What follows belongs to an exercise in optimizing a design on an open flow for small area; a production flow would make more cautious choices. In this exercise RTL edits were held to simulation tests only and were not proved equivalent to the original. Power is estimated from default activity; no workload was simulated.

==> design.v <==
`timescale 1ns / 1ps
module HitTheMouse(
	input        mclk,       
	input        rst,        
	input  [7:0] btn,        
	output [7:0] led,        
	input  [3:0] fpgabtn,    
	output       OutBlue,
	output       OutGreen,
	output       OutRed,
	output       HS,
	output       VS,
	output       soundwave,  
	output       bgm         
);
reg       p;
reg [3:0] hr;
reg [6:0] hq;
reg [3:0] vr;
reg [5:0] vq;
reg [2:0] lm5;
wire hend = (hq==7'd79) && (hr==4'd9);
wire vend = (vq==6'd52) && (vr==4'd0);
always @(posedge mclk)
	if(rst) begin
		p<=1'b0; hr<=4'd0; hq<=7'd0; vr<=4'd0; vq<=6'd0; lm5<=3'd0;
	end else begin
		p<=~p;
		if(!p) begin
			if(hr==4'd9) begin
				hr<=4'd0;
				hq<=hend ? 7'd0 : hq+1'b1;
			end else hr<=hr+1'b1;
			if(hend) begin
				lm5<={lm5[1:0], ~(lm5[2]|lm5[1])};
				if(vend) begin
					vr<=4'd0; vq<=6'd0;
				end else if(vr==4'd9) begin
					vr<=4'd0; vq<=vq+1'b1;
				end else vr<=vr+1'b1;
			end
		end
	end
wire th = (hr==4'd0) &&
          ((lm5==3'b000 && (hq==7'd25 || hq==7'd75)) ||
           (lm5==3'b001 &&  hq==7'd45) ||
           (lm5==3'b011 && (hq==7'd15 || hq==7'd65)) ||
           (lm5==3'b110 &&  hq==7'd35) ||
           (lm5==3'b100 && (hq==7'd5  || hq==7'd55)));
wire tick  = th & p;
wire tick1 = th & ~p;
assign HS = !(((hq>7'd65) || (hq==7'd65 && hr>=4'd6)) && ((hq<7'd75) || (hq==7'd75 && hr<=4'd1)));
wire h0 = (hq==7'd0) && (hr==4'd0);
assign VS = !((vq==6'd48 && vr==4'd9 && !h0) || (vq==6'd49 && vr==4'd0) || (vq==6'd49 && vr==4'd1 && h0));
wire [7:0] up;
wire sc2, mx2;
wire [3:0] sc1, sc0, mx1, mx0;
wire [2:0] life;
wire [4:0] bq;
wire [3:0] brm;
wire [1:0] mission, sit;
wire hs, fs, ls;
game u_game(.clk(mclk), .rst(rst), .tick(tick), .tick1(tick1), .p(p), .btn(btn),
	.reset(fpgabtn[0]), .pause(fpgabtn[1]), .start(fpgabtn[2]),
	.up(up), .sc2(sc2), .sc1(sc1), .sc0(sc0), .mx2(mx2), .mx1(mx1), .mx0(mx0),
	.life(life), .bq(bq), .brm(brm), .mission(mission), .sit(sit), .hs(hs), .fs(fs), .ls(ls));
assign led = up;
sfx u_sfx(.clk(mclk), .rst(rst), .tick(tick), .hs(hs), .fs(fs), .ls(ls), .wave(soundwave));
music u_music(.clk(mclk), .rst(rst), .tick(tick), .sit(sit), .mission(mission), .wave(bgm));
vga u_vga(.hq(hq), .hr(hr), .vq(vq), .vr(vr), .up(up), .sc2(sc2), .sc1(sc1), .sc0(sc0),
	.mx2(mx2), .mx1(mx1), .mx0(mx0), .bq(bq), .brm(brm), .life(life), .mission(mission),
	.rgb({OutRed, OutGreen, OutBlue}));
endmodule
module game(
	input            clk, rst, tick, tick1,
	input            p,
	input      [7:0] btn,
	input            reset, pause, start,
	output reg [7:0] up,
	output reg       sc2, mx2,    
	output reg [3:0] sc1, sc0, mx1, mx0,
	output reg [2:0] life,
	output reg [4:0] bq,      
	output reg [3:0] brm,
	output reg [1:0] mission, sit,
	output reg       hs, fs, ls
);
reg [3:0] sz;
always @(posedge clk)
	if(rst) sz<=4'd0;
	else if(tick) sz<={sz[2:0], sz[1]^sz[3]^(~sz[0]&~sz[1])};
wire [3:0] seedtab_i = sz;
wire [3:0] seedtab =
	({4{seedtab_i==4'd0}} & 4'h9) |
	({4{seedtab_i==4'd1}} & 4'h2) |
	({4{seedtab_i==4'd2}} & 4'h8) |
	({4{seedtab_i==4'd3}} & 4'hc) |
	({4{seedtab_i==4'd5}} & 4'h1) |
	({4{seedtab_i==4'd7}} & 4'h5) |
	({4{seedtab_i==4'd8}} & 4'h3) |
	({4{seedtab_i==4'd9}} & 4'h6) |
	({4{seedtab_i==4'd10}} & 4'h7) |
	({4{seedtab_i==4'd12}} & 4'ha) |
	({4{seedtab_i==4'd14}} & 4'h4) |
	({4{seedtab_i==4'd15}} & 4'hb);
wire [3:0] sdp = seedtab;
reg [3:0] ph;
always @(posedge clk)
	if(rst) ph<=4'd0;
	else if(p) ph<=(ph==4'd14) ? 4'd0 : ph+1'b1;
wire last = (ph==4'd14) & p;                   
wire ph15 = (ph==4'd7) & p;                    
reg [29:0] rg;
reg        rq, act, ld, init;
reg        d1, c1, e1, r1, c2;
wire a = rg[0];                                
wire w = a ^ d1 ^ c1;                          
wire xr = rg[14] ^ e1 ^ r1;                    
wire u = ph15 | (ph[3] & xr);                  
wire y = w ^ u ^ c2;                           
wire sbit = (ph==4'd0) ? (p ? sdp[1] : sdp[0]) : (ph==4'd1) ? (p ? sdp[3] : sdp[2]) : 1'b0;
always @(posedge clk) begin
	rg<={ (act ? (ld ? sbit : y) : a), rg[29:1] };
	d1<=last | a;
	c1<=!last & ((a&d1)|(a&c1)|(d1&c1));
	e1<=ph15 | xr;
	r1<=!ph15 & ((xr&e1)|(xr&r1)|(e1&r1));
	c2<=!last & ((w&u)|(w&c2)|(u&c2));
end
reg [7:0]  old_btn;
reg        old_pause;
reg        hit;
reg [8:0]  ac;           
reg [6:0]  tc;           
reg [5:0]  dc;           
reg [4:0]  lb;           
reg [23:0] mouse;        
reg        clr_p, linc_p;
wire play = (sit==2'd0);
wire [7:0] rise = btn & ~old_btn;
wire [7:0] mup;
genvar gi;
generate for(gi=0;gi<8;gi=gi+1) begin: g_mup
	assign mup[gi] = |mouse[3*gi+2:3*gi];
end endgenerate
wire [7:0] hitv  = rise & up;       
wire anyhit  = |hitv;
wire anymiss = |(rise & ~up);
reg lasthit;
integer k;
always @* begin
	lasthit=1'b0;
	for(k=0;k<8;k=k+1)
		if(rise[k]) lasthit=up[k];
end
wire ge20 = sc2 || (sc1>=4'd2);
wire ge50 = sc2 || (sc1>=4'd5);
wire spawn = (ac==9'd299 && mission==2'd0) || (ac>=9'd249 && mission==2'd1) ||
             (ac>=9'd149 && mission==2'd2) || (hit && ac==9'd49);
wire [2:0] idx = (ph==4'd9) ? rg[10:8] : (ph==4'd14) ? {rg[0],rg[29:28]} : rg[20:18];
wire dis = (dc==6'd26);                     
wire tcw = (tc==7'd93);                     
wire cd0 = (bq==5'd1) && (brm==4'd0);    
wire mup_g = (ge20 && mission==2'd0) || (ge50 && mission==2'd1);
wire newgame = start && sit!=2'd3 && sit!=2'd0;
wire clr = reset || newgame;
wire linc = play && life<3'd5 && lb==5'd25;       
wire pedge = !old_pause && pause;
always @(posedge clk) begin
	if(last) begin
		act<=rq;
		rq<=1'b0;
		if(act) ld<=1'b0;
	end
	if(tick) begin
		if(newgame) begin
			rq<=1'b1; ld<=1'b1; init<=1'b1;
		end else if(play && (spawn || init)) begin
			rq<=1'b1;
			if(tc==7'd15) init<=1'b0;             
		end
	end
end
reg [2:0] nm;
integer i;
wire tplay = tick & play;
wire tclr = tick & (reset | newgame);
always @(posedge clk) begin
	ac<=(tclr | (tplay & (spawn | anyhit))) ? 9'd0 : ac+{8'd0,tplay};
	dc<=(tclr | (tplay & (dis | anyhit))) ? 6'd1 : tplay ? {dc[4:0],dc[5]^dc[4]} : dc;
	tc<=(tclr | (tplay & tcw)) ? 7'd1 : tplay ? {tc[5:0],tc[6]^tc[5]} : tc;
	if(tick) begin
		if(play) begin
			if(spawn) hit<=1'b0;
			if(anyhit) hit<=1'b1;
		end
		if(reset) hit<=1'b0;
		if(newgame) hit<=1'b1;
		old_btn<=btn;
		old_pause<=pause;
	end
	clr_p<=tick && clr;
	linc_p<=tick && linc;
	up<=mup;
end
always @(posedge clk)
if(rst) begin
	lb<=5'd0; bq<=5'd29; brm<=4'd0;
	mission<=2'd0; sit<=2'd2; hs<=1'b0; fs<=1'b0; ls<=1'b0;
	mouse<=24'd0;
end else if(tick) begin
	hs<=play && anyhit;
	fs<=play && anymiss;
	ls<=play && life==3'd0;
	if(play) begin
		if(tcw && !cd0) begin
			if(brm>=4'd7) brm<=brm-4'd7;
			else begin
				brm<=brm+4'd3; bq<=bq-1'b1;
			end
		end
		if(|rise) lb<=lasthit ? {lb[3:0],lb[4]^lb[2]^(lb[3:0]==4'd0)} : 5'd0;
		if(linc) lb<=5'd0;
		if(mup_g) begin
			mission<=mission+1'b1;
			bq<=5'd29; brm<=4'd0;
		end
	end
	for(i=0;i<8;i=i+1) begin
		nm=mouse[3*i+:3];
		if(play && spawn && idx==i) nm=(mission==2'd0) ? 3'b111 : 3'b110;
		if(play && dis && up[i]) nm={mouse[3*i+:2], mouse[3*i+2]&mouse[3*i+1]&~mouse[3*i]};
		if(play && hitv[i]) nm=3'd0;
		if(clr) nm=3'd0;
		mouse[3*i+:3]<=nm;
	end
	if(reset) begin
		lb<=5'd0; bq<=5'd29; brm<=4'd0; mission<=2'd0;
	end
	if(newgame) begin
		bq<=5'd29; brm<=4'd0; mission<=2'd0;
	end
	if(start && sit!=2'd0) sit<=2'd0;
	else if(pedge && sit==2'd0) sit<=2'd3;
	else if(pedge && sit==2'd3) sit<=2'd0;
	else if(reset) sit<=2'd2;
	else if(play && ((tcw && cd0) || life==3'd0)) sit<=2'd1;
end
always @(posedge clk)
if(rst) begin
	sc2<=1'b0; sc1<=4'd0; sc0<=4'd0;
	mx2<=1'b0; mx1<=4'd0; mx0<=4'd0;
	life<=3'd5;
end else begin
	if(tick1 && {sc2,sc1,sc0}>{mx2,mx1,mx0}) begin
		mx2<=sc2; mx1<=sc1; mx0<=sc0;
	end
	if(clr_p) begin
		sc2<=1'b0; sc1<=4'd0; sc0<=4'd0;
	end else if(tick1 && hs) begin
		if(sc0==4'd9) begin
			sc0<=4'd0;
			if(sc1==4'd9) begin
				sc1<=4'd0;
				sc2<=1'b1;
			end else sc1<=sc1+1'b1;
		end else sc0<=sc0+1'b1;
	end
	if(clr_p) life<=3'd5;
	else if(linc_p) life<=life+1'b1;
	else if(tick1 && fs) life<=life-1'b1;
end
endmodule
module tone(
	input         clk, rst,
	input         silent,
	input  [15:0] thr,
	output reg    wave
);
reg [15:0] cnt;
always @(posedge clk)
if(rst) begin
	cnt<=16'd0; wave<=1'b0;
end else if(silent) wave<=1'b0;
else if(cnt>=thr) begin
	cnt<=16'd0; wave<=~wave;
end else cnt<=cnt+1'b1;
endmodule
module sfx(
	input  clk, rst, tick, hs, fs, ls,
	output wave
);
reg [1:0] play, lastplay;
reg [6:0] nl;
always @(posedge clk)
	nl<=(tick && play==2'd0 && (hs|fs|ls)) ? 7'd0 : nl+{6'd0,tick && play!=2'd0};
always @(posedge clk)
if(rst) begin
	play<=2'd0; lastplay<=2'd0;
end else if(tick) begin
	lastplay<=play;
	if((play==2'd1 && nl>=7'd49) || (play==2'd2 && nl>=7'd19) || (play==2'd3 && nl==7'd127))
		play<=2'd0;
	else if(ls) play<=2'd3;
	else if(fs) play<=2'd2;
	else if(hs) play<=2'd1;
end
wire [2:0] blk = nl[6:4];
wire nl0 = (nl==7'd0);
wire [3:0] tune3 = (blk==3'd0) ? 4'd2 : (blk==3'd2) ? 4'd0 : (blk==3'd5) ? 4'd5 :
                   (blk==3'd6) ? 4'd4 : (blk==3'd7) ? 4'd3 : 4'd6;
wire [3:0] scode = nl0 ? 4'd0 :
                   (lastplay==2'd1) ? ((nl<=7'd9) ? 4'd7 : (nl<=7'd49) ? 4'd8 : 4'd0) :
                   (lastplay==2'd2) ? ((nl<=7'd19) ? 4'd1 : 4'd0) :
                   (lastplay==2'd3 && (nl[3:0]!=4'd0 || blk==3'd3)) ? tune3 : 4'd0;
wire [3:0] sthr_i = scode;
wire [15:0] sthr =
	({16{sthr_i==4'd1}} & 16'hbab8) |
	({16{sthr_i==4'd2}} & 16'h62f0) |
	({16{sthr_i==4'd3}} & 16'h5d5b) |
	({16{sthr_i==4'd4}} & 16'h532e) |
	({16{sthr_i==4'd5}} & 16'h4a17) |
	({16{sthr_i==4'd6}} & 16'h45f4) |
	({16{sthr_i==4'd7}} & 16'h3178) |
	({16{sthr_i==4'd8}} & 16'h250c);
tone u_tone(.clk(clk), .rst(rst), .silent(scode==4'd0), .thr(sthr), .wave(wave));
endmodule
module music(
	input       clk, rst, tick,
	input [1:0] sit, mission,
	output      wave
);
reg [1:0] bc;
reg [2:0] bs;
reg [4:0] bo;
wire bend = (bs==3'd6);    
reg [3:0] bj;       
reg       muted;
wire [1:0] part = (bs==3'd1) ? 2'd1 : (bs==3'd3) ? 2'd2 : (bs[2]) ? 2'd3 : 2'd0;
wire [6:0] songrom_i = {part,bo};
wire [4:0] songrom =
	({5{songrom_i==7'd0}} & 5'h3) |
	({5{songrom_i==7'd1}} & 5'h9) |
	({5{songrom_i==7'd2}} & 5'hb) |
	({5{songrom_i==7'd3}} & 5'h13) |
	({5{songrom_i==7'd4}} & 5'h4) |
	({5{songrom_i==7'd5}} & 5'h5) |
	({5{songrom_i==7'd6}} & 5'h5) |
	({5{songrom_i==7'd7}} & 5'hb) |
	({5{songrom_i==7'd8}} & 5'hb) |
	({5{songrom_i==7'd9}} & 5'h3) |
	({5{songrom_i==7'd10}} & 5'h5) |
	({5{songrom_i==7'd32}} & 5'hc) |
	({5{songrom_i==7'd33}} & 5'ha) |
	({5{songrom_i==7'd34}} & 5'ha) |
	({5{songrom_i==7'd35}} & 5'ha) |
	({5{songrom_i==7'd36}} & 5'h4) |
	({5{songrom_i==7'd37}} & 5'h4) |
	({5{songrom_i==7'd38}} & 5'hb) |
	({5{songrom_i==7'd39}} & 5'h13) |
	({5{songrom_i==7'd64}} & 5'h7) |
	({5{songrom_i==7'd65}} & 5'h7) |
	({5{songrom_i==7'd66}} & 5'h7) |
	({5{songrom_i==7'd67}} & 5'h6) |
	({5{songrom_i==7'd68}} & 5'h5) |
	({5{songrom_i==7'd69}} & 5'h5) |
	({5{songrom_i==7'd70}} & 5'h4) |
	({5{songrom_i==7'd71}} & 5'h4) |
	({5{songrom_i==7'd72}} & 5'hd) |
	({5{songrom_i==7'd73}} & 5'h3) |
	({5{songrom_i==7'd74}} & 5'h3) |
	({5{songrom_i==7'd75}} & 5'hb) |
	({5{songrom_i==7'd76}} & 5'h3) |
	({5{songrom_i==7'd96}} & 5'h5) |
	({5{songrom_i==7'd97}} & 5'hf) |
	({5{songrom_i==7'd98}} & 5'hf) |
	({5{songrom_i==7'd99}} & 5'he) |
	({5{songrom_i==7'd100}} & 5'hd) |
	({5{songrom_i==7'd101}} & 5'hc) |
	({5{songrom_i==7'd102}} & 5'ha) |
	({5{songrom_i==7'd103}} & 5'ha) |
	({5{songrom_i==7'd104}} & 5'h2) |
	({5{songrom_i==7'd105}} & 5'h4) |
	({5{songrom_i==7'd106}} & 5'h6) |
	({5{songrom_i==7'd107}} & 5'h6) |
	({5{songrom_i==7'd108}} & 5'h6) |
	({5{songrom_i==7'd109}} & 5'h6) |
	({5{songrom_i==7'd110}} & 5'hd) |
	({5{songrom_i==7'd111}} & 5'hc) |
	({5{songrom_i==7'd112}} & 5'hd) |
	({5{songrom_i==7'd113}} & 5'h3) |
	({5{songrom_i==7'd114}} & 5'h3) |
	({5{songrom_i==7'd115}} & 5'hb);
wire [4:0] song = (bs==3'd5 && bo==5'd0) ? 5'd3 : (bs==3'd5 && bo==5'd20) ? 5'd8 : songrom;
wire plast = (bs==3'd0 || bs==3'd2) ? (bo==5'd10) : (bs==3'd1) ? (bo==5'd7) : (bs==3'd3) ? (bo==5'd12) : (bo==5'd20);
wire [1:0] blen = song[4:3];
wire adv = (blen==2'd0) ? (bj==4'd3) : (blen==2'd1) ? (bj==4'd11) : (bj==4'd8);
wire beat = (bc>=2'd3 && mission==2'd0) || (bc>=2'd2 && mission==2'd1) || (bc>=2'd1 && mission==2'd2);
always @(posedge clk)
	if(tick && beat && sit==2'd0 && !bend) muted<=1'b0;
	else if(tick && beat && sit==2'd3) muted<=1'b1;
always @(posedge clk)
if(rst) begin
	bc<=2'd0; bs<=3'd0; bo<=5'd0; bj<=4'd1;
end else if(tick) begin
	if(beat) begin
		bc<=2'd0;
		if(sit==2'd0) begin
			if(!bend) begin
				if(adv) begin
					bj<=4'd1;
					if(plast) begin
						bs<=bs+1'b1; bo<=5'd0;
					end else bo<=bo+1'b1;
				end else bj<={bj[2:0],bj[3]^bj[2]};
			end else begin
				bs<=3'd0; bo<=5'd0;
			end
		end else if(sit!=2'd3) begin
			bs<=3'd0; bo<=5'd0; bj<=4'd1;
		end
	end else bc<=bc+1'b1;
end
wire [2:0] bcode = song[2:0];
wire [2:0] bthr_i = bcode;
wire [15:0] bthr =
	({16{bthr_i==3'd1}} & 16'hb045) |
	({16{bthr_i==3'd2}} & 16'h942f) |
	({16{bthr_i==3'd3}} & 16'h8424) |
	({16{bthr_i==3'd4}} & 16'h75a7) |
	({16{bthr_i==3'd5}} & 16'h6ef8) |
	({16{bthr_i==3'd6}} & 16'h62f0) |
	({16{bthr_i==3'd7}} & 16'h5822);
tone u_tone(.clk(clk), .rst(rst), .silent(bj==4'd1 || muted || bcode==3'd0), .thr(bthr), .wave(wave));
endmodule
module vga(
	input  [6:0] hq,
	input  [3:0] hr,
	input  [5:0] vq,
	input  [3:0] vr,
	input  [7:0] up,
	input        sc2, mx2,
	input  [3:0] sc1, sc0, mx1, mx0,
	input  [4:0] bq,
	input  [3:0] brm,
	input  [2:0] life,
	input  [1:0] mission,
	output [2:0] rgb
);
wire act = !hq[6] && (vq<6'd48);
wire [3:0] C = hq[3:0];
wire [3:0] R = vq[3:0];
wire mu = up[~{vq[4],hq[5:4]}];
wire [3:0] mrow_i = R;
wire [15:0] mrow =
	({16{mrow_i==4'd1}} & 16'h7e0) |
	({16{mrow_i==4'd2}} & 16'hff0) |
	({16{mrow_i==4'd3}} & 16'h1ff8) |
	({16{mrow_i==4'd4}} & 16'h1bd8) |
	({16{mrow_i==4'd5}} & 16'h1bd8) |
	({16{mrow_i==4'd6}} & 16'h1bd8) |
	({16{mrow_i==4'd7}} & 16'h1ff8) |
	({16{mrow_i==4'd8}} & 16'h1e78) |
	({16{mrow_i==4'd9}} & 16'h1ff8) |
	({16{mrow_i==4'd10}} & 16'h1998) |
	({16{mrow_i==4'd11}} & 16'h1998) |
	({16{mrow_i==4'd12}} & 16'h1c38) |
	({16{mrow_i==4'd13}} & 16'h7ffe) |
	({16{mrow_i==4'd14}} & 16'h7ffe);
wire hole  = (C!=4'd0) && (C!=4'd15) && (R==4'd13 || R==4'd14);
wire mid   = (C==4'd7 || C==4'd8);
wire [2:0] mrgb = hole ? 3'b111 :
                  !mu ? 3'b000 :
                  (mid && R==4'd8) ? 3'b101 :
                  (mid && (R==4'd10 || R==4'd11)) ? 3'b111 :
                  mrow[C] ? 3'b011 : 3'b000;
wire vbar = (vq>=6'd42 && vq<=6'd45) || (vq==6'd46 && vr==4'd0);
wire hbar = (hq!=7'd0) && ((hq<{2'b00,bq}) || (hq=={2'b00,bq} && hr<=brm));
wire srow = (vq>=6'd33 && vq<=6'd38);
wire brow = (vq>=6'd41 && vq<=6'd46);
wire g2 = (hq>=7'd34 && hq<=7'd38);
wire g1 = (hq>=7'd41 && hq<=7'd45);
wire g0 = (hq>=7'd48 && hq<=7'd52);
wire [2:0] dr = vq[2:0]-3'd1;
wire [2:0] dc = g2 ? hq[2:0]-3'd2 : g1 ? hq[2:0]-3'd1 : hq[2:0];
wire [3:0] digit = srow ? (g2 ? {3'b000,sc2} : g1 ? sc1 : sc0) : (g2 ? {3'b000,mx2} : g1 ? mx1 : mx0);
wire [3:0] font_i = digit;
wire [29:0] font =
	({30{font_i==4'd0}} & 30'h1d18c62e) |
	({30{font_i==4'd1}} & 30'h1c4210c4) |
	({30{font_i==4'd2}} & 30'h3e22222e) |
	({30{font_i==4'd3}} & 30'h1d08321f) |
	({30{font_i==4'd4}} & 30'h11f4a988) |
	({30{font_i==4'd5}} & 30'h1d083c3f) |
	({30{font_i==4'd6}} & 30'h1d18bc2e) |
	({30{font_i==4'd7}} & 30'h842221f) |
	({30{font_i==4'd8}} & 30'h1d18ba2e) |
	({30{font_i==4'd9}} & 30'h1d0f462e);
wire [4:0] frow = (dr==3'd0) ? font[4:0] : (dr==3'd1) ? font[9:5] : (dr==3'd2) ? font[14:10] :
                  (dr==3'd3) ? font[19:15] : (dr==3'd4) ? font[24:20] : font[29:25];
wire dpix = (srow | brow) && (g2 | g1 | g0) && frow[dc];
wire hlev = (hq>=7'd56 && hq<=7'd61) || (hq==7'd62 && hr==4'd0);
wire lv1 = (vq>=6'd43 && vq<=6'd45) || (vq==6'd46 && vr==4'd0);
wire lv2 = (vq>=6'd39 && vq<=6'd41) || (vq==6'd42 && vr==4'd0);
wire lv3 = (vq>=6'd35 && vq<=6'd37) || (vq==6'd38 && vr==4'd0);
wire [6:0] hh_i = hq;
wire [5:0] hh =
	({6{hh_i==7'd0}} & 6'h3f) |
	({6{hh_i==7'd2}} & 6'h1) |
	({6{hh_i==7'd3}} & 6'h2) |
	({6{hh_i==7'd4}} & 6'h3) |
	({6{hh_i==7'd5}} & 6'h4) |
	({6{hh_i==7'd6}} & 6'h5) |
	({6{hh_i==7'd7}} & 6'h8) |
	({6{hh_i==7'd8}} & 6'h9) |
	({6{hh_i==7'd9}} & 6'ha) |
	({6{hh_i==7'd10}} & 6'hb) |
	({6{hh_i==7'd11}} & 6'hc) |
	({6{hh_i==7'd12}} & 6'hd) |
	({6{hh_i==7'd13}} & 6'h10) |
	({6{hh_i==7'd14}} & 6'h11) |
	({6{hh_i==7'd15}} & 6'h12) |
	({6{hh_i==7'd16}} & 6'h13) |
	({6{hh_i==7'd17}} & 6'h14) |
	({6{hh_i==7'd18}} & 6'h15) |
	({6{hh_i==7'd19}} & 6'h18) |
	({6{hh_i==7'd20}} & 6'h19) |
	({6{hh_i==7'd21}} & 6'h1a) |
	({6{hh_i==7'd22}} & 6'h1b) |
	({6{hh_i==7'd23}} & 6'h1c) |
	({6{hh_i==7'd24}} & 6'h1d) |
	({6{hh_i==7'd25}} & 6'h20) |
	({6{hh_i==7'd26}} & 6'h21) |
	({6{hh_i==7'd27}} & 6'h22) |
	({6{hh_i==7'd28}} & 6'h23) |
	({6{hh_i==7'd29}} & 6'h24) |
	({6{hh_i==7'd30}} & 6'h25) |
	({6{hh_i==7'd31}} & 6'h3f) |
	({6{hh_i==7'd32}} & 6'h3f) |
	({6{hh_i==7'd33}} & 6'h3f) |
	({6{hh_i==7'd34}} & 6'h3f) |
	({6{hh_i==7'd35}} & 6'h3f) |
	({6{hh_i==7'd36}} & 6'h3f) |
	({6{hh_i==7'd37}} & 6'h3f) |
	({6{hh_i==7'd38}} & 6'h3f) |
	({6{hh_i==7'd39}} & 6'h3f) |
	({6{hh_i==7'd40}} & 6'h3f) |
	({6{hh_i==7'd41}} & 6'h3f) |
	({6{hh_i==7'd42}} & 6'h3f) |
	({6{hh_i==7'd43}} & 6'h3f) |
	({6{hh_i==7'd44}} & 6'h3f) |
	({6{hh_i==7'd45}} & 6'h3f) |
	({6{hh_i==7'd46}} & 6'h3f) |
	({6{hh_i==7'd47}} & 6'h3f) |
	({6{hh_i==7'd48}} & 6'h3f) |
	({6{hh_i==7'd49}} & 6'h3f) |
	({6{hh_i==7'd50}} & 6'h3f) |
	({6{hh_i==7'd51}} & 6'h3f) |
	({6{hh_i==7'd52}} & 6'h3f) |
	({6{hh_i==7'd53}} & 6'h3f) |
	({6{hh_i==7'd54}} & 6'h3f) |
	({6{hh_i==7'd55}} & 6'h3f) |
	({6{hh_i==7'd56}} & 6'h3f) |
	({6{hh_i==7'd57}} & 6'h3f) |
	({6{hh_i==7'd58}} & 6'h3f) |
	({6{hh_i==7'd59}} & 6'h3f) |
	({6{hh_i==7'd60}} & 6'h3f) |
	({6{hh_i==7'd61}} & 6'h3f) |
	({6{hh_i==7'd62}} & 6'h3f) |
	({6{hh_i==7'd63}} & 6'h3f) |
	({6{hh_i==7'd64}} & 6'h3f) |
	({6{hh_i==7'd65}} & 6'h3f) |
	({6{hh_i==7'd66}} & 6'h3f) |
	({6{hh_i==7'd67}} & 6'h3f) |
	({6{hh_i==7'd68}} & 6'h3f) |
	({6{hh_i==7'd69}} & 6'h3f) |
	({6{hh_i==7'd70}} & 6'h3f) |
	({6{hh_i==7'd71}} & 6'h3f) |
	({6{hh_i==7'd72}} & 6'h3f) |
	({6{hh_i==7'd73}} & 6'h3f) |
	({6{hh_i==7'd74}} & 6'h3f) |
	({6{hh_i==7'd75}} & 6'h3f) |
	({6{hh_i==7'd76}} & 6'h3f) |
	({6{hh_i==7'd77}} & 6'h3f) |
	({6{hh_i==7'd78}} & 6'h3f) |
	({6{hh_i==7'd79}} & 6'h3f) |
	({6{hh_i==7'd80}} & 6'h3f) |
	({6{hh_i==7'd81}} & 6'h3f) |
	({6{hh_i==7'd82}} & 6'h3f) |
	({6{hh_i==7'd83}} & 6'h3f) |
	({6{hh_i==7'd84}} & 6'h3f) |
	({6{hh_i==7'd85}} & 6'h3f) |
	({6{hh_i==7'd86}} & 6'h3f) |
	({6{hh_i==7'd87}} & 6'h3f) |
	({6{hh_i==7'd88}} & 6'h3f) |
	({6{hh_i==7'd89}} & 6'h3f) |
	({6{hh_i==7'd90}} & 6'h3f) |
	({6{hh_i==7'd91}} & 6'h3f) |
	({6{hh_i==7'd92}} & 6'h3f) |
	({6{hh_i==7'd93}} & 6'h3f) |
	({6{hh_i==7'd94}} & 6'h3f) |
	({6{hh_i==7'd95}} & 6'h3f) |
	({6{hh_i==7'd96}} & 6'h3f) |
	({6{hh_i==7'd97}} & 6'h3f) |
	({6{hh_i==7'd98}} & 6'h3f) |
	({6{hh_i==7'd99}} & 6'h3f) |
	({6{hh_i==7'd100}} & 6'h3f) |
	({6{hh_i==7'd101}} & 6'h3f) |
	({6{hh_i==7'd102}} & 6'h3f) |
	({6{hh_i==7'd103}} & 6'h3f) |
	({6{hh_i==7'd104}} & 6'h3f) |
	({6{hh_i==7'd105}} & 6'h3f) |
	({6{hh_i==7'd106}} & 6'h3f) |
	({6{hh_i==7'd107}} & 6'h3f) |
	({6{hh_i==7'd108}} & 6'h3f) |
	({6{hh_i==7'd109}} & 6'h3f) |
	({6{hh_i==7'd110}} & 6'h3f) |
	({6{hh_i==7'd111}} & 6'h3f) |
	({6{hh_i==7'd112}} & 6'h3f) |
	({6{hh_i==7'd113}} & 6'h3f) |
	({6{hh_i==7'd114}} & 6'h3f) |
	({6{hh_i==7'd115}} & 6'h3f) |
	({6{hh_i==7'd116}} & 6'h3f) |
	({6{hh_i==7'd117}} & 6'h3f) |
	({6{hh_i==7'd118}} & 6'h3f) |
	({6{hh_i==7'd119}} & 6'h3f) |
	({6{hh_i==7'd120}} & 6'h3f) |
	({6{hh_i==7'd121}} & 6'h3f) |
	({6{hh_i==7'd122}} & 6'h3f) |
	({6{hh_i==7'd123}} & 6'h3f) |
	({6{hh_i==7'd124}} & 6'h3f) |
	({6{hh_i==7'd125}} & 6'h3f) |
	({6{hh_i==7'd126}} & 6'h3f) |
	({6{hh_i==7'd127}} & 6'h3f);
wire [2:0] hi = hh[5:3];
wire [2:0] hj = hh[2:0];
wire [6:0] hc_i = {hj,hr};
wire [4:0] hc =
	({5{hc_i==7'd4}} & 5'h10) |
	({5{hc_i==7'd5}} & 5'h10) |
	({5{hc_i==7'd6}} & 5'h10) |
	({5{hc_i==7'd7}} & 5'h10) |
	({5{hc_i==7'd8}} & 5'h11) |
	({5{hc_i==7'd9}} & 5'h11) |
	({5{hc_i==7'd16}} & 5'h11) |
	({5{hc_i==7'd17}} & 5'h11) |
	({5{hc_i==7'd18}} & 5'h12) |
	({5{hc_i==7'd19}} & 5'h12) |
	({5{hc_i==7'd20}} & 5'h12) |
	({5{hc_i==7'd21}} & 5'h12) |
	({5{hc_i==7'd22}} & 5'h13) |
	({5{hc_i==7'd23}} & 5'h13) |
	({5{hc_i==7'd24}} & 5'h13) |
	({5{hc_i==7'd25}} & 5'h13) |
	({5{hc_i==7'd32}} & 5'h14) |
	({5{hc_i==7'd33}} & 5'h14) |
	({5{hc_i==7'd34}} & 5'h14) |
	({5{hc_i==7'd35}} & 5'h14) |
	({5{hc_i==7'd36}} & 5'h15) |
	({5{hc_i==7'd37}} & 5'h15) |
	({5{hc_i==7'd38}} & 5'h15) |
	({5{hc_i==7'd39}} & 5'h15) |
	({5{hc_i==7'd40}} & 5'h16) |
	({5{hc_i==7'd41}} & 5'h16) |
	({5{hc_i==7'd48}} & 5'h16) |
	({5{hc_i==7'd49}} & 5'h16) |
	({5{hc_i==7'd50}} & 5'h17) |
	({5{hc_i==7'd51}} & 5'h17) |
	({5{hc_i==7'd52}} & 5'h17) |
	({5{hc_i==7'd53}} & 5'h17) |
	({5{hc_i==7'd54}} & 5'h18) |
	({5{hc_i==7'd55}} & 5'h18) |
	({5{hc_i==7'd56}} & 5'h18) |
	({5{hc_i==7'd57}} & 5'h18) |
	({5{hc_i==7'd64}} & 5'h19) |
	({5{hc_i==7'd65}} & 5'h19) |
	({5{hc_i==7'd66}} & 5'h19) |
	({5{hc_i==7'd67}} & 5'h19) |
	({5{hc_i==7'd68}} & 5'h1a) |
	({5{hc_i==7'd69}} & 5'h1a) |
	({5{hc_i==7'd70}} & 5'h1a) |
	({5{hc_i==7'd71}} & 5'h1a) |
	({5{hc_i==7'd72}} & 5'h1b) |
	({5{hc_i==7'd73}} & 5'h1b) |
	({5{hc_i==7'd80}} & 5'h1b) |
	({5{hc_i==7'd81}} & 5'h1b) |
	({5{hc_i==7'd82}} & 5'h1c) |
	({5{hc_i==7'd83}} & 5'h1c) |
	({5{hc_i==7'd84}} & 5'h1c) |
	({5{hc_i==7'd85}} & 5'h1c);
wire [9:0] hv_i = {vq,vr};
wire [4:0] hv =
	({5{hv_i==10'd534}} & 5'h10) |
	({5{hv_i==10'd535}} & 5'h10) |
	({5{hv_i==10'd536}} & 5'h10) |
	({5{hv_i==10'd537}} & 5'h10) |
	({5{hv_i==10'd544}} & 5'h11) |
	({5{hv_i==10'd545}} & 5'h11) |
	({5{hv_i==10'd546}} & 5'h11) |
	({5{hv_i==10'd547}} & 5'h11) |
	({5{hv_i==10'd548}} & 5'h12) |
	({5{hv_i==10'd549}} & 5'h12) |
	({5{hv_i==10'd550}} & 5'h12) |
	({5{hv_i==10'd551}} & 5'h12) |
	({5{hv_i==10'd552}} & 5'h13) |
	({5{hv_i==10'd553}} & 5'h13) |
	({5{hv_i==10'd560}} & 5'h13) |
	({5{hv_i==10'd561}} & 5'h13) |
	({5{hv_i==10'd562}} & 5'h14) |
	({5{hv_i==10'd563}} & 5'h14) |
	({5{hv_i==10'd564}} & 5'h14) |
	({5{hv_i==10'd565}} & 5'h14) |
	({5{hv_i==10'd566}} & 5'h15) |
	({5{hv_i==10'd567}} & 5'h15) |
	({5{hv_i==10'd568}} & 5'h15) |
	({5{hv_i==10'd569}} & 5'h15) |
	({5{hv_i==10'd576}} & 5'h16) |
	({5{hv_i==10'd577}} & 5'h16) |
	({5{hv_i==10'd578}} & 5'h16) |
	({5{hv_i==10'd579}} & 5'h16) |
	({5{hv_i==10'd580}} & 5'h17) |
	({5{hv_i==10'd581}} & 5'h17) |
	({5{hv_i==10'd582}} & 5'h17) |
	({5{hv_i==10'd583}} & 5'h17) |
	({5{hv_i==10'd584}} & 5'h18) |
	({5{hv_i==10'd585}} & 5'h18) |
	({5{hv_i==10'd592}} & 5'h18) |
	({5{hv_i==10'd593}} & 5'h18) |
	({5{hv_i==10'd594}} & 5'h19) |
	({5{hv_i==10'd595}} & 5'h19) |
	({5{hv_i==10'd596}} & 5'h19) |
	({5{hv_i==10'd597}} & 5'h19) |
	({5{hv_i==10'd598}} & 5'h1a) |
	({5{hv_i==10'd599}} & 5'h1a) |
	({5{hv_i==10'd600}} & 5'h1a) |
	({5{hv_i==10'd601}} & 5'h1a) |
	({5{hv_i==10'd608}} & 5'h1b) |
	({5{hv_i==10'd609}} & 5'h1b) |
	({5{hv_i==10'd610}} & 5'h1b) |
	({5{hv_i==10'd611}} & 5'h1b) |
	({5{hv_i==10'd612}} & 5'h1c) |
	({5{hv_i==10'd613}} & 5'h1c) |
	({5{hv_i==10'd614}} & 5'h1c) |
	({5{hv_i==10'd615}} & 5'h1c);
wire [3:0] hrow = hv[3:0];
wire [3:0] hcol = hc[3:0];
wire [3:0] hrowa_i = hrow;
wire [12:0] hrowa =
	({13{hrowa_i==4'd0}} & 13'h208) |
	({13{hrowa_i==4'd1}} & 13'hf1e) |
	({13{hrowa_i==4'd2}} & 13'h1fbf) |
	({13{hrowa_i==4'd3}} & 13'h1fff) |
	({13{hrowa_i==4'd4}} & 13'h1fff) |
	({13{hrowa_i==4'd5}} & 13'h1fff) |
	({13{hrowa_i==4'd6}} & 13'h1fff) |
	({13{hrowa_i==4'd7}} & 13'hffe) |
	({13{hrowa_i==4'd8}} & 13'h7fc) |
	({13{hrowa_i==4'd9}} & 13'h3f8) |
	({13{hrowa_i==4'd10}} & 13'h1f0) |
	({13{hrowa_i==4'd11}} & 13'he0) |
	({13{hrowa_i==4'd12}} & 13'h40);
wire [3:0] hrowb_i = hrow;
wire [12:0] hrowb =
	({13{hrowb_i==4'd0}} & 13'h208) |
	({13{hrowb_i==4'd1}} & 13'hf1e) |
	({13{hrowb_i==4'd2}} & 13'h1f9f) |
	({13{hrowb_i==4'd3}} & 13'h1fcf) |
	({13{hrowb_i==4'd4}} & 13'h1f07) |
	({13{hrowb_i==4'd5}} & 13'h1c0f) |
	({13{hrowb_i==4'd6}} & 13'h1c3f) |
	({13{hrowb_i==4'd7}} & 13'he3e) |
	({13{hrowb_i==4'd8}} & 13'h73c) |
	({13{hrowb_i==4'd9}} & 13'h398) |
	({13{hrowb_i==4'd10}} & 13'h190) |
	({13{hrowb_i==4'd11}} & 13'hc0) |
	({13{hrowb_i==4'd12}} & 13'h40);
wire alive = (life<=3'd5) && (life>hi);
wire hpix = hv[4] && hc[4] && (alive ? hrowa[hcol] : hrowb[hcol]);
wire [2:0] lower = (vbar && hbar) ? 3'b010 :
                   dpix ? (srow ? 3'b111 : 3'b100) :
                   (hlev && lv1) ? 3'b011 :
                   (hlev && lv2 && (mission==2'd1 || mission==2'd2)) ? 3'b010 :
                   (hlev && lv3 && mission==2'd2) ? 3'b110 :
                   hpix ? (alive ? 3'b100 : 3'b111) : 3'b000;
assign rgb = !act ? 3'b000 : !vq[5] ? mrgb : lower;
endmodule
==> flow/run.sh <==
#!/bin/bash
# Own layout flow: the standard synthesis; then the logic between its registers is
# mapped again for area (ABC: deepsyn, the area-oriented mapper amap, then stochastic remapping
# of overlapping parts with amap), keeping every
# register as the standard synthesis made it; then the standard layout steps.
set -euo pipefail
R=orfs/results/${FLOW_PLATFORM}/HitTheMouse/base
bash standard.sh synth > synth.log 2>&1
cp $R/1_2_yosys.v $R/1_2_yosys_standard.v
export REMAP_LIB=${FLOW_HOME}/platforms/${FLOW_PLATFORM}/lib/sky130_fd_sc_hd__tt_025C_1v80.lib
export REMAP_MAPLIB=$PWD/remap.lib
export REMAP_SCRIPT=$PWD/flow/remap.abc
export REMAP_IN=$PWD/$R/1_2_yosys_standard.v
export REMAP_OUT=$PWD/$R/1_2_yosys.v
python3 flow/filterlib.py $REMAP_LIB $REMAP_MAPLIB > filterlib.log 2>&1
${FLOW_HOME}/../tools/install/yosys/bin/yosys -c flow/remap.tcl > remap.log 2>&1
# ports buffered with the smallest buffer; a clock tree of clkbuf_16 leaves for at most 25 registers
# each (clkbuf_8 above them), without dummy loads
bash standard.sh BUFFER_PORTS_ARGS="-buffer_cell sky130_fd_sc_hd__buf_1" \
  CTS_ARGS="-sink_clustering_enable -repair_clock_nets -sink_clustering_size 25 -sink_clustering_max_diameter 80 -buf_list sky130_fd_sc_hd__clkbuf_8 -sink_clustering_buffer sky130_fd_sc_hd__clkbuf_16 -dont_use_dummy_load" \
  finish > layout.log 2>&1
==> flow/filterlib.py <==
# Writes a copy of a Liberty file that keeps only plain logic cells, for the remapping step:
# usage: python3 filterlib.py IN.lib OUT.lib
import re, sys
KEEP = re.compile(r'sky130_fd_sc_hd__(a\d|o\d|and\d|or\d|nand\d|nor\d|xor\d|xnor\d|inv_|mux2|mux4|maj3|buf_1$)')
DROP = re.compile(r'lpflow|probe|clk|dly')
src = open(sys.argv[1]).read()
out = []
pos = 0
kept = dropped = 0
for m in re.finditer(r'\n\s*cell\s*\(\s*"?([\w]+)"?\s*\)\s*\{', src):
    if m.start() < pos:
        continue
    # find the end of this cell group
    depth = 0
    i = m.end() - 1
    while True:
        c = src[i]
        if c == '{':
            depth += 1
        elif c == '}':
            depth -= 1
            if depth == 0:
                break
        i += 1
    name = m.group(1)
    out.append(src[pos:m.start()])
    if KEEP.match(name) and not DROP.search(name):
        out.append(src[m.start():i + 1])
        kept += 1
    else:
        dropped += 1
    pos = i + 1
out.append(src[pos:])
open(sys.argv[2], 'w').write(''.join(out))
print('kept %d cells, dropped %d' % (kept, dropped))
==> flow/remap.abc <==
strash
&get -n
&deepsyn -T 400 -S 1
&put
dch
amap
stochmap -N 14 -T 300 -I 1000000 -S 1 -o "strash; dch; amap"
==> flow/remap.tcl <==
# Maps the logic between the registers of the standard synthesis again, for area.
# The registers (their cells, instance names and output nets) are kept as they are.
# Environment: REMAP_IN, REMAP_OUT (netlists), REMAP_LIB (the platform's Liberty file),
# REMAP_MAPLIB (the cells to map to), REMAP_SCRIPT (ABC script), FLOW_TOP.
set f [open $::env(REMAP_IN)]
set text [read $f]
close $f
# sequential cell types used in the netlist
set seq {}
foreach {m t} [regexp -all -inline {(sky130_fd_sc_hd__(?:e?s?df|dl|sedf)[a-z0-9_]*)\s} $text] {
  if {[lsearch $seq $t] < 0} { lappend seq $t }
}
puts "sequential cells: $seq"
yosys read_liberty -ignore_miss_func -ignore_miss_dir $::env(REMAP_LIB)
yosys read_verilog $::env(REMAP_IN)
yosys hierarchy -top $::env(FLOW_TOP)
set sel {}
foreach t $seq {
  yosys setattr -mod -set blackbox 1 $t
  lappend sel t:$t %d
}
# hidden names for the cells that are flattened, so that nets keep their original names
yosys rename -hide t:sky130_fd_sc_hd__* {*}$sel
yosys flatten
yosys hierarchy -top $::env(FLOW_TOP)
# the platform's cells as black boxes, so that the mapped cells have known ports
yosys read_liberty -lib -ignore_redef -ignore_miss_func -ignore_miss_dir $::env(REMAP_LIB)
yosys opt_clean
yosys stat
yosys abc -liberty $::env(REMAP_MAPLIB) -script $::env(REMAP_SCRIPT)
yosys setundef -zero
yosys splitnets
yosys opt_clean -purge
yosys hilomap -singleton -hicell sky130_fd_sc_hd__conb_1 HI -locell sky130_fd_sc_hd__conb_1 LO
yosys insbuf -buf sky130_fd_sc_hd__buf_4 A X
yosys opt_clean -purge
yosys check -assert
yosys stat -liberty $::env(REMAP_LIB)
yosys write_verilog -noattr -noexpr -nohex -nodec $::env(REMAP_OUT)
==> standard.sh <==
#!/bin/bash
# synth_recipe.tcl (not shown) runs the flow's synth.tcl, then flattens the netlist and writes it again
# the make line also repeats each setting of config.mk as NAME=value (left out here)
make -C /OpenROAD-flow-scripts/flow DESIGN_CONFIG=/design/flow/config.mk WORK_HOME=/design/flow/orfs CLKGATE_MAP_FILE= SYNTH_SCRIPT=/design/flow/synth_recipe.tcl "${@:-finish}"
==> config.mk <==
export PLATFORM = sky130hd
export DESIGN_NAME = HitTheMouse
export DESIGN_NICKNAME = HitTheMouse
export VERILOG_FILES = /design/flow/design.v
export SDC_FILE = /design/flow/constraint.sdc
export NUM_CORES = 8
export LEC_CHECK = 0
export ABC_AREA = 1
export CAP_MARGIN = 20
export CORE_MARGIN = 2
export CORE_UTILIZATION = 70
export SLEW_MARGIN = 20
==> constraint.sdc <==
create_clock -name core_clock -period 60.0 [get_ports {mclk}]
set_input_delay 12.0000 -clock core_clock [delete_from_list [all_inputs] [get_ports {mclk}]]
set_output_delay 12.0000 -clock core_clock [all_outputs]
set_load 0.01 [all_outputs]
==> results of run 1 <==
==> power by group <==
part	switching, uW	internal [uW]
combinational	11.3	5.47
clock	48.2	37.2
sequential	2.28	164
==> placed cells by master, fill, tap and decap left out, types with 14 or more instances in the layout <==
| cell | n |
|---|---|
| a211oi_1 | 37 |
| nand2_1 | 122 |
| nor2_1 | 270 |
| nor3_1 | 67 |
| o22ai_1 | 86 |
| nor4_1 | 15 |
| buf_1 | 27 |
| inv_1 | 224 |
| a21oi_1 | 88 |
| nand3_1 | 30 |
| a221oi_1 | 15 |
| dfxtp_1 | 228 |
| a31oi_1 | 27 |
| nor2b_1 | 14 |
| o21ai_0 | 125 |
| or3_1 | 17 |
| o221ai_1 | 14 |
==> layout make-up <==
type | instances | area, sq um | area share, %
well taps | 216 | 270 | 2.22
multi-input cells | 1067 | 5660 | 46.5
inverters | 224 | 841 | 6.91
repair buffers | 34 | 154 | 1.26
flip-flops and latches | 240 | 4920 | 40.5
clock buffers | 14 | 317 | 2.60
==> final timing paths <==
kind	startpoint	endpoint	slack [ns]	cells after the start
min reg2reg	u_game.rg[25]	u_game.rg[24]	0.33	0
max reg2reg	u_music.bo[3]	u_music.u_tone.cnt[15]	54.65	31
min	u_game.rg[25]	u_game.rg[24]	0.33	0
max	vq[3]	OutBlue	42.61	21
==> layer usage <==
layer | vias up | global-route usage [%] | routed length, um
li1 | 5604 | - | -
met1 | 5265 | 46.7 | 12900
met2 | 589 | 54.0 | 13200
met3 | 94 | 4.15 | 2340
met4 | 0 | 12.1 | 1070
met5 | - | 0 | 0
==> registers in the layout, summed over array words and instances, names as in the netlist, 8 cells and up <==
signal and cells:
u_game.ac 9, u_music.u_tone.cnt 16, u_game.mouse 24, u_game.old_btn 8, u_sfx.u_tone.cnt 16, u_game.rg 30
u_game.up 8
==> per-stage QoR <==
stage,utilization (%),total power [uW],setup slack (ns),hold WS [ns],std cells
finish,76.3,268,42.61,0.332,1795
global route,76.3,277,42.10,0.334,1795
CTS,76.3,269,42.77,0.333,1795
detailed placement,74.3,186,43.34,0.312,1781
global placement,74.3,185,43.40,0.310,1781
floorplan,-,180,44.41,0.310,1531
==> worst max-delay path: stages, from the launching register on <==
cell and delay [ns]:
dfxtp_1 0.50, inv_1 0.29, nand2_1 0.22, o22ai_1 0.10
nor2_1 0.39, inv_1 0.20, nor2_1 0.27, a21oi_1 0.10
a21oi_1 0.26, nor2_1 0.09, a222oi_1 0.31, o21ai_0 0.15
nor2_1 0.11, a21oi_1 0.05, o21ai_0 0.26, o31ai_1 0.10
o21ai_0 0.20, nand2_1 0.07, a2111oi_0 0.64, a221o_1 0.29
o21a_1 0.14, buf_1 0.15
==> results.txt, run 1 <==
The congestion estimate from routability-driven global placement came to 0.996. The worst path needs 17.39 ns of the cycle, external delays included. The endpoint arrival time on the critical path is about 5.4 ns. The worst relative slew slack came out at 30.0%.

The clock transition at the registers of the reported paths is 0.09 ns. For this design the ratio of total power to cell area is 22.0 mW/mm^2. The starting density of the core came out at 71.6%. The number of cells upsized or downsized after cts is 0.

The net total in the final layout came out at roughly 1,600. For this design, the CTS-stage hold fixing added 0 buffers. In this run the clock root is driven by a clkbuf_8. The maximum fanout encountered on the critical timing path is 13. The die outline height came out at 132 um. Pin placement for this block handled 29 I/O pins. STA classifies the critical path endpoint as an output port. The maximum number of buffers from clock root to sink came out at 3. For the pin with the worst max-slew slack, the measured transition is ~1.0 ns. The area inside the core boundary is roughly 0.016 sq mm. The first-pass GRT wire length is 49,400 um. Across the run, the number of max-cap violations was 0. The maximum level of the CTS H-tree came out at 1. The setup path with the least slack is of type reg -> out. The half-perimeter wire length after detailed placement came out at ~22,000 um.

Yosys printed 5 warnings. Setup repair after global routing left no endpoint under its margin. The worst min-delay path category is reg -> reg. Before antenna repair, the detailed router went through 6 iterations. The die outline width came out at approximately 130 um. The total vias in the final route came out at 11,600. The number of sinks on the clock net came out at 240. Buffers placed on the I/O ports in this run total 27. In this run the static leakage power is around 0.0044 uW.

The post-synthesis instance area is ~0.011 sq mm. The max-slew violation count came out at 0. The number of failing setup endpoints in the final timing report is 0. The standard-cell row count is 46. The TritonCTS clock tree is done.

The final clock skew is 0.0493 ns. The worst path required time is 48.00 ns. The maximum clock frequency is 57.5 MHz. The number of global-route vias before repair was 10,500. The post-synthesis average cell area is approximately 7.5 sq um.

The placement-stage cell area came out at approximately 0.012 sq mm. The number of diodes added for antenna fixing came out at 0. The post-layout instance area came out at 0.0122 sq mm. After detailed routing, the number of vias per cell comes to 6.44.

Cells with a size suffix above 1 make up 1.39% of the layout. The largest voltage drop on the vdd net came out at about 0.029 mV. STA classifies the critical path startpoint as a register.

The area enclosed by the die boundary is roughly 0.017 sq mm. The final-report hold violation count is 0. The average detailed-routed wire length per instance is 16.5 um.

The total global routing overflow came out at 0. Counting the fill cells in the layout gives 1,240. The initial antenna violation count is 0.

At the later pin of the worst-skew pair, clock insertion delay measures 0.55 ns. The detailed router's first-iteration violation count came out at 1,213. The number of setup buffers added after CTS is 0.

Once detail routing completed, the nets flagged for antenna violations numbered 0. The overall track demand over capacity in global routing is between 30% and 40%. The post-route fraction of the period consumed by the critical path is 29.0%.

Relative to the synthesized area, the layout overhead comes to 6.52%. After detailed routing, the total wire length is 29,600 um. The total negative slack for setup checks came out at 0 ns.

The number of buffers created by CTS came out at 14. The run finished with no timing, DRC or antenna violations. The number of instances in the synthesized netlist came out at 1,531. Entering global routing, the biggest net connects 27 pins. The post-route DRC violation count is 0.

The number of nets in the synthesized netlist came out at 1,545.
==> inputs of run 2 (changes only) <==
--- a/flow/run.sh
+++ b/flow/run.sh
@@ -14,8 +14,8 @@
 export REMAP_OUT=$PWD/$R/1_2_yosys.v
 python3 flow/filterlib.py $REMAP_LIB $REMAP_MAPLIB > filterlib.log 2>&1
 ${FLOW_HOME}/../tools/install/yosys/bin/yosys -c flow/remap.tcl > remap.log 2>&1
-# ports buffered with the smallest buffer; a clock tree of clkbuf_16 leaves for at most 25 registers
-# each (clkbuf_8 above them), without dummy loads
+# ports buffered with the smallest buffer; a clock tree of clkbuf_16 leaves for at most 28 registers
+# each (clkbuf_4 above them), without dummy loads
 bash standard.sh BUFFER_PORTS_ARGS="-buffer_cell sky130_fd_sc_hd__buf_1" \
-  CTS_ARGS="-sink_clustering_enable -repair_clock_nets -sink_clustering_size 25 -sink_clustering_max_diameter 80 -buf_list sky130_fd_sc_hd__clkbuf_8 -sink_clustering_buffer sky130_fd_sc_hd__clkbuf_16 -dont_use_dummy_load" \
+  CTS_ARGS="-sink_clustering_enable -repair_clock_nets -sink_clustering_size 28 -sink_clustering_max_diameter 80 -buf_list sky130_fd_sc_hd__clkbuf_4 -sink_clustering_buffer sky130_fd_sc_hd__clkbuf_16 -dont_use_dummy_load" \
   finish > layout.log 2>&1
==> results.txt, run 2 <==
The maximum fanout encountered on the critical timing path came to 11 (-2). The first-pass GRT wire length came out at 47,300 um (-4.2%). The count of antenna-violating nets left after detailed routing was 0 (unchanged). The post-route DRC violation count is 0 (unchanged). The detailed-route wire length came to 29,300 um (-1.0%). The average detailed-routed wire length per instance came to 16.4 um (-0.41%). The total global routing overflow came out at 0 (unchanged). Setup repair after global routing left no endpoint under its margin. The maximum level of the CTS H-tree is 1 (unchanged).

The count of buffer and inverter cells on the critical path came out at 3 (unchanged). The TritonCTS clock tree is done. The post-layout utilization of the core came to 75.9% (-0.46 points). The worst setup path is captured at an output port.

The number of global-route vias before repair is 10,200 (-2.2%). The first-pass detailed-route iteration total came out at 8 (+2). The final critical-path required period is 17.68 ns (+0.287 ns). The die outline height came out at 131 um (-0.27%). Following the worst setup path forward leads to its endpoint at OutBlue. The reg2reg setup slack is 54.06 ns (-0.59 ns). The least setup slack across all paths after layout came out at 42.32 ns (-0.287 ns). The area occupied by multi-input gates is 0.00560 sq mm (-1.1%).

The starting density of the core is 71.5% (-0.14 points). The fraction of layout cells with a size suffix above 1 is 1.21% (-0.18 points). The number of buffers created by CTS is 13 (-1). The number of filler instances in the final layout came out at 1,279 (+3.1%). Leaving out fill and tap cells, the most frequent cells in the layout are 278 x nor2_1, 228 x dfxtp_1, 222 x inv_1. Leaving out fill and tap cells, the most frequent cell in the layout is nor2_1. The flow ran to the end and the layout has no timing, DRC or antenna violations. The signal on the critical path passes through inv_1 > o21ai_0 > o21ai_0 > nor2_1 > o22ai_1 > a221oi_1 > o21ai_0 > o21ai_0 > inv_1 > a2111oi_0 > a21oi_1 > a21oi_1 > o22a_1 > o22ai_1 > a2111oi_0 > a221o_1 > o21a_1 > buf_1.

The worst hold slack across all endpoints is 0.329 ns (-0.00238 ns). The worst register-to-register path begins at u_music.bo[1]. STA classifies the critical path startpoint as a register. The leakage dissipation came out at 0.00446 uW (+1.8%). The power density relative to cell area came to 21.6 mW/mm^2 (-1.8%). The port buffer count was 27 (unchanged).

The standard-cell row count was 46 (unchanged). The final-report hold violation count is 0 (unchanged). The endpoint arrival time on the critical path is 5.68 ns (+0.29 ns). The total vias in the final route is 11,400 (-1.4%). The synthesis-to-finish area growth is 6.09%. The largest registers in the layout are u_game.rg x30, u_game.mouse x24. Tracing the worst setup path back leads to its startpoint at hq[3].

The count of buffers added by post-CTS timing repair for setup came out at 0 (unchanged). The largest voltage drop on the vdd net is 0.0250 mV (-14%). The post-synthesis instance area was 0.0114 sq mm (-0.56%). The number of failing setup endpoints in the final timing report came out at 0 (unchanged). The max-capacitance violation count came out at 0 (unchanged). On the critical path the largest part of the delay comes from compound AO/OA/AOI/OAI gates. The die outline width came out at 131 um (-0.27%).

The max-slew violation count is 0 (unchanged). The routed via count divided by cell count was 6.38 (-0.83%). The post-synthesis average cell area came out at 7.47 sq um (about the same). The boundary pin count came out at 29 (unchanged). The initial antenna violation count is 1 (+1). The final estimated routing congestion in global placement is 0.929 (-6.7%).

The flip-flop count of the largest register, all copies and words added is 30 (unchanged). The clock transition at the registers of the reported paths is 0.11 ns (+0.02 ns). The pre-CTS worst setup slack is 43.22 ns (-0.121 ns). The critical path in this run is classified as reg -> out. The number of nets in the synthesized netlist is 1,535 (-0.65%). The area inside the core boundary is 0.0159 sq mm (-0.36%). The area enclosed by the die boundary is 0.0173 sq mm (-0.55%). The overall track demand over capacity in global routing is 32.3% (-1.2 points). The delay of the slowest critical-path stage came out at 0.76 ns (+0.12 ns). The endpoint of the most critical register-to-register path is u_music.u_tone.cnt[0].

The source-to-sink clock delay at the later pin of the worst-skew pair came to 0.66 ns (+0.11 ns). The number of cells upsized or downsized after cts is 0 (unchanged). In this design, the critical path's most frequently occurring cell is o21ai_0. The CTS root buffer is clkbuf_4. The total of hold buffers inserted after clock tree synthesis is 0 (unchanged).

The slew at the pin with the worst max-slew slack came out at 1.20 ns (+0.154 ns). The number of sinks on the clock net came out at 240 (unchanged). The maximum clock frequency came to 56.6 MHz (-1.6%). The maximum number of pins on one net before global-route repair is 30 (+11%). The worst relative slew slack is 19.2% (-11 points).

The total negative slack for setup checks is 0 ns (unchanged). The maximum number of buffers from clock root to sink was 3 (unchanged). The half-perimeter wire length after detailed placement came out at 21,500 um (-1.2%). The count of synthesis-stage warnings from yosys is 5 (unchanged). The worst path required time came out at 48.00 ns (about the same). The worst hold path belongs to the class reg -> reg.

The final clock skew came out at 0.0551 ns (+0.00580 ns). The length in cells of the worst reg-to-reg path came to 25 (-19%). The number of instances in the synthesized netlist came out at 1,521 (-0.65%). The post-route fraction of the period consumed by the critical path is 29.5% (+0.48 points). Ranked by flip-flop count, first place goes to u_game.rg.

The area occupied by registers is 0.00492 sq mm (unchanged). The detailed router's first-iteration violation count is 1,137 (-6.3%). The net total in the final layout came out at 1,583 (-0.75%). The logic depth of the worst path, buffers included came out at 18 (-14%).

On the critical path, the stage with the largest delay is an instance of a2111oi_0.
==> run 2: changes by cell type in the layout (fill, tap and decap cells not counted), moves of 7 or more <==
cell	before	now
o21ai_0	125	134
nor2_1	270	278
nand2_1	122	114
nand4_1	11	3
o32ai_1	9	16
a31oi_1	27	34
==> run 2: layer usage <==
layer  track usage, %  wire, um  share of wire (%)
met4             12.6      1020                3.5
met5                0         0                  0
met1             44.4     12600                 43
met2             52.5     13100                 45
met3             3.90      2530                8.6
==> run 2: layout make-up <==
| class | count | share of cell area, % |
|---|---|---|
| well taps | 216 | 2.24 |
| inverters | 222 | 6.92 |
| repair buffers | 33 | 1.21 |
| clock buffers | 13 | 2.26 |
| flip-flops and latches | 240 | 40.9 |
| diodes | 1 | 0.0208 |
| multi-input cells | 1059 | 46.5 |
==> run 2: worst min-delay path by stage <==
stage	start	endpoint	cells after the start
floorplan	u_game.rg[1]	u_game.rg[0]	0
global placement	u_game.rg[17]	u_game.rg[16]	0
detailed placement	u_game.rg[5]	u_game.rg[4]	0
CTS	u_game.rg[5]	u_game.rg[4]	0
global route	u_game.rg[15]	u_game.rg[14]	0
finish	u_game.rg[5]	u_game.rg[4]	0
==> run 2: stage by stage <==
stage	cell area (sq um)	std cells	total power, uW
floorplan	11400	1521	178
finish	12100	1784	261
global route	12100	1784	268
CTS	12000	1783	261
detailed placement	11800	1770	183
global placement	11800	1770	183
==> run 2: power by group <==
group          switching [uW]  total [uW]  internal, uW
Sequential               2.37         165           163
Combinational            9.93        15.1          5.16
Clock                    48.5        80.4          31.9
==> inputs of run 3 (changes only) <==
--- a/design.v
+++ b/design.v
@@ -452,28 +452,28 @@
 wire [3:0] R = vq[3:0];
 wire mu = up[~{vq[4],hq[5:4]}];
 wire [3:0] mrow_i = R;
-wire [15:0] mrow =
-	({16{mrow_i==4'd1}} & 16'h7e0) |
-	({16{mrow_i==4'd2}} & 16'hff0) |
-	({16{mrow_i==4'd3}} & 16'h1ff8) |
-	({16{mrow_i==4'd4}} & 16'h1bd8) |
-	({16{mrow_i==4'd5}} & 16'h1bd8) |
-	({16{mrow_i==4'd6}} & 16'h1bd8) |
-	({16{mrow_i==4'd7}} & 16'h1ff8) |
-	({16{mrow_i==4'd8}} & 16'h1e78) |
-	({16{mrow_i==4'd9}} & 16'h1ff8) |
-	({16{mrow_i==4'd10}} & 16'h1998) |
-	({16{mrow_i==4'd11}} & 16'h1998) |
-	({16{mrow_i==4'd12}} & 16'h1c38) |
-	({16{mrow_i==4'd13}} & 16'h7ffe) |
-	({16{mrow_i==4'd14}} & 16'h7ffe);
+wire [7:0] mrow =
+	({8{mrow_i==4'd1}} & 8'he0) |
+	({8{mrow_i==4'd2}} & 8'hf0) |
+	({8{mrow_i==4'd3}} & 8'hf8) |
+	({8{mrow_i==4'd4}} & 8'hd8) |
+	({8{mrow_i==4'd5}} & 8'hd8) |
+	({8{mrow_i==4'd6}} & 8'hd8) |
+	({8{mrow_i==4'd7}} & 8'hf8) |
+	({8{mrow_i==4'd8}} & 8'h78) |
+	({8{mrow_i==4'd9}} & 8'hf8) |
+	({8{mrow_i==4'd10}} & 8'h98) |
+	({8{mrow_i==4'd11}} & 8'h98) |
+	({8{mrow_i==4'd12}} & 8'h38) |
+	({8{mrow_i==4'd13}} & 8'hfe) |
+	({8{mrow_i==4'd14}} & 8'hfe);
 wire hole  = (C!=4'd0) && (C!=4'd15) && (R==4'd13 || R==4'd14);
 wire mid   = (C==4'd7 || C==4'd8);
 wire [2:0] mrgb = hole ? 3'b111 :
                   !mu ? 3'b000 :
                   (mid && R==4'd8) ? 3'b101 :
                   (mid && (R==4'd10 || R==4'd11)) ? 3'b111 :
-                  mrow[C] ? 3'b011 : 3'b000;
+                  mrow[C[3] ? ~C[2:0] : C[2:0]] ? 3'b011 : 3'b000;
 wire vbar = (vq>=6'd42 && vq<=6'd45) || (vq==6'd46 && vr==4'd0);
 wire hbar = (hq!=7'd0) && ((hq<{2'b00,bq}) || (hq=={2'b00,bq} && hr<=brm));
 wire srow = (vq>=6'd33 && vq<=6'd38);
==> results.txt, run 3 <==
The run finished with no timing, DRC or antenna violations. The detailed router used layers up to and including met4. The worst hold slack across all endpoints came out at 0.336 ns (+0.00632 ns). The fraction of layout cells with a size suffix above 1 is 1.40% (+0.19 points).

The number of nets in the synthesized netlist came out at 1,535 (unchanged). The post-synthesis instance area is 0.0114 sq mm (about the same). The port buffer count was 27 (unchanged). The number of failing setup endpoints in the final timing report is 0 (unchanged). The clock transition at the registers of the reported paths came out at 0.10 ns (about the same). The total global routing overflow is 0 (unchanged). The final clock skew came out at 0.115 ns (+0.0595 ns). The maximum number of pins on one net before global-route repair came out at 29 (-3.3%). The met2 routed wirelength was 13,700 um (+4.9%). The worst path required time was 48.00 ns (about the same). The element type at the critical path end is an output port.

The starting density of the core came to 71.5% (about the same). The startpoint of the most critical hold path is u_game.rg[11]. The kind of cell with the highest combined delay along the critical path is simple AND/OR/NAND/NOR gates. The delay of the slowest critical-path stage is 0.62 ns (-0.14 ns). The worst relative slew slack came to 31.2% (+12 points). In the layout the commonest cells are 300 x nor2_1, 228 x dfxtp_1, 204 x inv_1.

The number of buffers created by CTS came to 13 (unchanged). Setup repair after global routing left no endpoint under its margin. The maximum clock frequency is 59.2 MHz (+4.6%). The power density relative to cell area is 21.5 mW/mm^2 (-0.83%). The max-slew violation count came out at 0 (unchanged).

The number of cells upsized or downsized after cts came out at 0 (unchanged). The endpoint arrival time on the critical path is 4.90 ns (-0.78 ns). The half-perimeter wire length after detailed placement came to 21,800 um (+1.3%). The number of global-route vias before repair is 10,600 (+4.2%). The final critical-path required period came to 16.90 ns (-0.783 ns). The number of instances in the synthesized netlist came out at 1,521 (unchanged). The critical path class is reg -> out. The post-synthesis average cell area is 7.47 sq um (about the same).

The net total in the final layout is 1,586 (+0.19%). The final estimated routing congestion in global placement is 0.984 (+6.0%). The post-layout utilization of the core is 76.0% (+0.17 points). The most common library cell in the layout ignoring fill and taps is nor2_1.

The routed via count divided by cell count is 6.47 (+1.4%). The overall track demand over capacity in global routing is 33.4% (+1.1 points). The signal on the critical path passes through nor2_1 > o21ai_0 > a21oi_1 > nor3_1 > inv_1 > nor2_1 > nor2_1 > a21oi_1 > nor2_1 > o32ai_1 > nor3_1 > a222oi_1 > nor4_1 > a221oi_1 > nor4_1 > or4_1 > o21a_1 > buf_1.

The source-to-sink clock delay at the later pin of the worst-skew pair was 0.67 ns (about the same). The startpoint identified for the worst register-to-register timing path is u_music.bs[0]. The area inside the core boundary is 0.0159 sq mm (unchanged).

The die outline width came out at 131 um (about the same). The area enclosed by the die boundary is 0.0173 sq mm (about the same). The largest registers in the layout are u_game.rg x30, u_game.mouse x24. The count of buffer and inverter cells on the critical path came to 2 (-1). The TritonCTS clock tree is done. The slew at the pin with the worst max-slew slack is 1.03 ns (-0.170 ns). The slowest cell on the critical path is dfxtp_1. The first-pass detailed-route iteration total is 7 (-1).

The first-pass GRT wire length is 49,000 um (+3.4%). The detailed-route wire length is 29,800 um (+1.9%). STA classifies the critical path startpoint as a register.

The maximum number of buffers from clock root to sink came to 3 (unchanged). The worst min-delay path category is reg -> reg. The total routed wire length on the met1 layer is 12,500 um (-1.0%). The post-route fraction of the period consumed by the critical path came out at 28.2% (-1.3 points). The flip-flop count of the largest register, all copies and words added came out at 30 (unchanged). The total vias in the final route is 11,600 (+1.6%). The max-capacitance violation count came out at 0 (unchanged). The count of buffers added by post-CTS timing repair for setup is 0 (unchanged). The final-report hold violation count came out at 0 (unchanged). The cell sitting at the root of the clock tree is a clkbuf_4. The standard-cell row count was 46 (unchanged). The count of antenna-violating nets left after detailed routing was 0 (unchanged). The total of hold buffers inserted after clock tree synthesis is 0 (unchanged). The largest voltage drop on the vdd net came out at 0.0328 mV (+31%). The number of sinks on the clock net is 240 (unchanged). The total negative slack for setup checks is 0 ns (unchanged). The post-route DRC violation count is 0 (unchanged). The maximum fanout encountered on the critical timing path is 12 (+1).

The startpoint of the most critical setup path is hq[4]. The register containing the most flip-flops in the final layout is u_game.rg. The amount of wire on met3 after detailed routing is 2240 um (-12%).

The die outline height was 131 um (about the same). Among the stages of the critical path, the cell type that occurs most often is nor2_1. The maximum level of the CTS H-tree came out at 1 (unchanged). The detailed router's first-iteration violation count came out at 1,121 (-1.4%). The leakage dissipation is 0.00442 uW (-0.97%).

The average detailed-routed wire length per instance came out at 16.7 um (+1.7%). The boundary pin count is 29 (unchanged). The count of synthesis-stage warnings from yosys came to 5 (unchanged). The synthesis-to-finish area growth came out at 6.29%.

The initial antenna violation count is 1 (unchanged).
[run 3: path summary, 6_finish.rpt]
check,slack [ns],endpoint,depth (start not counted)
worst min-delay path,0.34,u_game.rg[10],0
worst max register to register,53.90,u_music.u_tone.cnt[14],33
worst max-delay path,43.10,OutRed,18
worst min register to register,0.34,u_game.rg[10],0
[run 3: cell type report]
type / instances / area (sq um)
fillers: 1248 / 3810
inverters: 204 / 766
clock buffers: 13 / 273
flip-flops and latches: 240 / 4920
repair buffers: 36 / 169
well taps: 216 / 270
multi-input cells: 1077 / 5670
diodes: 1 / 2.50
[run 3: stage by stage]
stage / area (sq um) / setup WS, ns / instances / total power (uW)
5_1_grt: 12100 / 42.61 / 1787 / 266
2_1_floorplan: 11400 / 44.69 / 1521 / 177
3_5_place_dp: 11800 / 43.92 / 1773 / 182
4_1_cts: 12100 / 43.21 / 1786 / 260
3_3_place_gp: 11800 / 43.92 / 1773 / 181
6_report: 12100 / 43.10 / 1787 / 259
[run 3: report_power, final]
group	internal (uW)	switching (uW)
Clock	31.9	48.3
Combinational	4.57	9.54
Sequential	163	1.91
Total	199	59.8
[run 3: routing by layer]
| metal | GRT usage (%) | up-vias |
|---|---|---|
| li1 | - | 5576 |
| met5 | 0 | - |
| met1 | 43.2 | 5323 |
| met3 | 4.67 | 116 |
| met4 | 15.6 | 0 |
| met2 | 55.6 | 555 |
[run 3: worst reg2reg max path, delay by kind of cell, from the launching register on]
| kind | cells | cell delay [ns] |
|---|---|---|
| DFF | 1 | 0.44 |
| AOI/OAI and AO/OA | 11 | 1.87 |
| buffers and inverters | 3 | 0.44 |
| and+or+nand+nor | 19 | 3.22 |

## static timing again, ports no longer ideal
The results above use ideal ports. As a check the final layouts listed here were re-extracted and re-timed, cells and wires unchanged. Step 1, drivers: a clkbuf_16 drives mclk and a buf_2 each remaining input, both assumed. Step 2, shift: input delay + t, output delay - t, t = (earliest + latest rising clock arrival at the registers) / 2. This alone moves slack from input paths to output paths. Slacks: ideal ports / drivers / drivers and shift; pairs: ideal ports / drivers.
run | t, ns | setup slack, ns | latest minus earliest clock arrival (ns)
run 1 | 0.561 | 42.607 / 42.569 / 43.130 | 0.050 / 0.050
run 2 | 0.668 | 42.320 / 42.280 / 42.948 | 0.055 / 0.056
run 3 | 0.648 | 43.103 / 43.063 / 43.711 | 0.116 / 0.116
After both steps every run listed still meets setup and hold.
